Context: an optimization exercise on an open-source flow, tuned for small area. The choices shown serve that exercise and are no tape-out recipe. Function was checked by simulation only, so behaviour that the tests miss may differ from the original.

// fft_r4_stage5
module fft_r4_stage5(clk, rst, enable, data_in, data_out);
  input clk;
  input rst;
  input enable;
  input  [31:0] data_in;
  output [31:0] data_out;
  wire [1:0] slot;
  wire valid;
  wire [9:0] wr;
  wire [8:0] wi;
  wire [31:0] x;
  rom_addr_generate tw(.clk(clk), .rst(rst), .enable(enable),
                       .slot(slot), .valid(valid), .wr(wr), .wi(wi));
  s4p1_5 #(32) dly(.clk(clk), .rst(rst), .enable(enable),
                   .data_in(data_in), .data_out(x));
  pipe_line_b4_top_5 dp(.clk(clk), .rst(rst), .enable(enable), .slot(slot),
                        .valid(valid), .x(x), .wr(wr), .wi(wi),
                        .data_out(data_out));
endmodule
For scale: about 390 flip-flops, roughly 48,000 um2 of cells after synthesis.
Settings: LEC_CHECK=0, CAP_MARGIN=20, CORE_MARGIN=2, CORE_UTILIZATION=40, SLEW_MARGIN=20, SYNTH_MEMORY_MAX_BITS=32768; clock period 7.0 ns.
run.sh (not shown) runs the stock make flow with config.mk's settings and CLKGATE_MAP_FILE= SYNTH_SCRIPT=/design/flow/synth_recipe.tcl, a recipe that flattens the netlist after the stock synthesis.
Next try:
- ABC_AREA: unset -> 1
Effect:
- The changed run completed without violations
- hold slack improved by 22 ps
- clock-buffer cell count went up by 5
- utilization went up by 0.23 points
- routed wire length went down by about a fifth
- die area went down by roughly a tenth
- design area went down by roughly a tenth

---

fft_r4_stage5, a different RTL version from the one above (not shown whole).
Size in the first run: about 4,100 cells after synthesis, roughly 390 flip-flops, roughly 67 I/O pins, about 38,000 um2 of cells after synthesis.
clock: 7.0 ns
lec_check: 0
abc_area: 1
cap_margin: 20
core_margin: 2
core_utilization: 60
place_density: 0.68
slew_margin: 20
synth_memory_max_bits: 32768
standard.sh (not shown) runs the stock make flow with config.mk's settings and CLKGATE_MAP_FILE= SYNTH_SCRIPT=/design/flow/synth_recipe.tcl, a recipe that flattens the netlist after the stock synthesis.
==> flow/flow/run.sh <==
#!/bin/bash
# The standard layout, with two changes:
#  - the final ABC mapping of the standard synthesis uses flow/abc_area2.script
#    (two rounds of dc2 / dch -f / area-oriented map) instead of abc_area.script;
#    registers, their names and cell types are those of the standard synthesis;
#  - the ports are buffered with sky130_fd_sc_hd__buf_1.
set -euo pipefail
HERE=$(pwd)
cat > my_synth.tcl <<TCL
proc abc {args} {
  set i [lsearch -exact \$args -script]
  if {\$i >= 0} { lset args [expr {\$i + 1}] $HERE/flow/abc_area2.script }
  yosys abc {*}\$args
}
source $HERE/synth_recipe.tcl
TCL
bash standard.sh SYNTH_SCRIPT=$HERE/my_synth.tcl \
  "BUFFER_PORTS_ARGS=-buffer_cell sky130_fd_sc_hd__buf_1" finish > standard.log 2>&1
==> flow/flow/abc_area2.script <==
strash
dc2
dch -f
map -a
strash
dc2
dch -f
map -a
topo
stime -c
buffer -c
upsize -c
dnsize -c
Next try:
==> flow/run.sh (new file) <==
#!/bin/bash
# synth_recipe.tcl (not shown) runs the flow's synth.tcl, then flattens the netlist and writes it again
# the make line also repeats each setting of config.mk as NAME=value (left out here)
make -C /OpenROAD-flow-scripts/flow DESIGN_CONFIG=/design/flow/config.mk WORK_HOME=/design/flow/orfs CLKGATE_MAP_FILE= SYNTH_SCRIPT=/design/flow/synth_recipe.tcl finish
removed: flow/flow/run.sh
removed: flow/flow/abc_area2.script
removed: flow/standard.sh
Via count rose by a little under a tenth; critical path depth decreases by 2; sequential cell count does not change; die area rose by a few percent.
Next try:
==> flow/flow/run.sh (new file) <==
#!/bin/bash
# The standard layout, with two changes:
#  - the final ABC mapping of the standard synthesis uses flow/abc_area2.script
#    (two rounds of dc2 / dch -f / area-oriented map) instead of abc_area.script;
#    registers, their names and cell types are those of the standard synthesis;
#  - the ports are buffered with sky130_fd_sc_hd__buf_1.
set -euo pipefail
HERE=$(pwd)
cat > my_synth.tcl <<TCL
proc abc {args} {
  set i [lsearch -exact \$args -script]
  if {\$i >= 0} { lset args [expr {\$i + 1}] $HERE/flow/abc_area2.script }
  yosys abc {*}\$args
}
source $HERE/synth_recipe.tcl
TCL
bash standard.sh SYNTH_SCRIPT=$HERE/my_synth.tcl \
  "BUFFER_PORTS_ARGS=-buffer_cell sky130_fd_sc_hd__buf_1" finish > standard.log 2>&1
==> flow/flow/abc_area2.script (new file) <==
strash
dc2
dch -f
map -a
strash
dc2
dch -f
map -a
topo
stime -c
buffer -c
upsize -c
dnsize -c
==> flow/standard.sh (new file) <==
#!/bin/bash
# synth_recipe.tcl (not shown) runs the flow's synth.tcl, then flattens the netlist and writes it again
# the make line also repeats each setting of config.mk as NAME=value (left out here)
make -C /OpenROAD-flow-scripts/flow DESIGN_CONFIG=/design/flow/config.mk WORK_HOME=/design/flow/orfs CLKGATE_MAP_FILE= SYNTH_SCRIPT=/design/flow/synth_recipe.tcl "${@:-finish}"
CORE_UTILIZATION = 40   (was 60)
PLACE_DENSITY = default   (was 0.68)
removed: flow/run.sh
- The changed run ran to the end with no violations
- fmax stays flat
- worst hold slack is better by 9.2 ps
- setup slack barely changes
- die area increases by 44%
- sequential share of layout area increases by 0.53 points
- non-clock buffer count increases by 49
- utilization decreases by 21 points
- cell area decreases by 1.9%

[re-timing with driven ports]
The results above use ideal ports. As a check the final layouts listed here were re-extracted and re-timed, cells and wires unchanged. Step 1 assumes that a clkbuf_16 drives the clock port and a buf_2 every other input. Step 2, shift: input delay + t, output delay - t, t = (earliest + latest rising clock arrival at the registers) / 2. This alone moves slack from input paths to output paths. a / b / c = ideal ports / drivers / drivers and shift; a / b = the first two.
run | t, ns | setup slack, ns | worst hold slack (ns) | clock arrival spread, ns | worst register clock-pin slew, ns
the first run of note 1 | 0.684 | 0.337 / 0.337 / 0.337 | 0.384 / 0.384 / 0.384 | 0.037 / 0.037 | 0.07 / 0.07
the second run of note 1 | 0.702 | 0.408 / 0.408 / 0.408 | 0.407 / 0.407 / 0.407 | 0.019 / 0.019 | 0.07 / 0.07
the first run of note 2 | 0.641 | 0.293 / 0.293 / 0.293 | 0.407 / 0.407 / 0.407 | 0.020 / 0.020 | 0.06 / 0.06
the second run of note 2 | 0.669 | 0.452 / 0.452 / 0.452 | 0.404 / 0.404 / 0.404 | 0.035 / 0.035 | 0.07 / 0.07
the third run of note 2 | 0.680 | 0.453 / 0.453 / 0.453 | 0.413 / 0.413 / 0.413 | 0.031 / 0.030 | 0.06 / 0.06
After both steps every run listed still meets setup and hold.
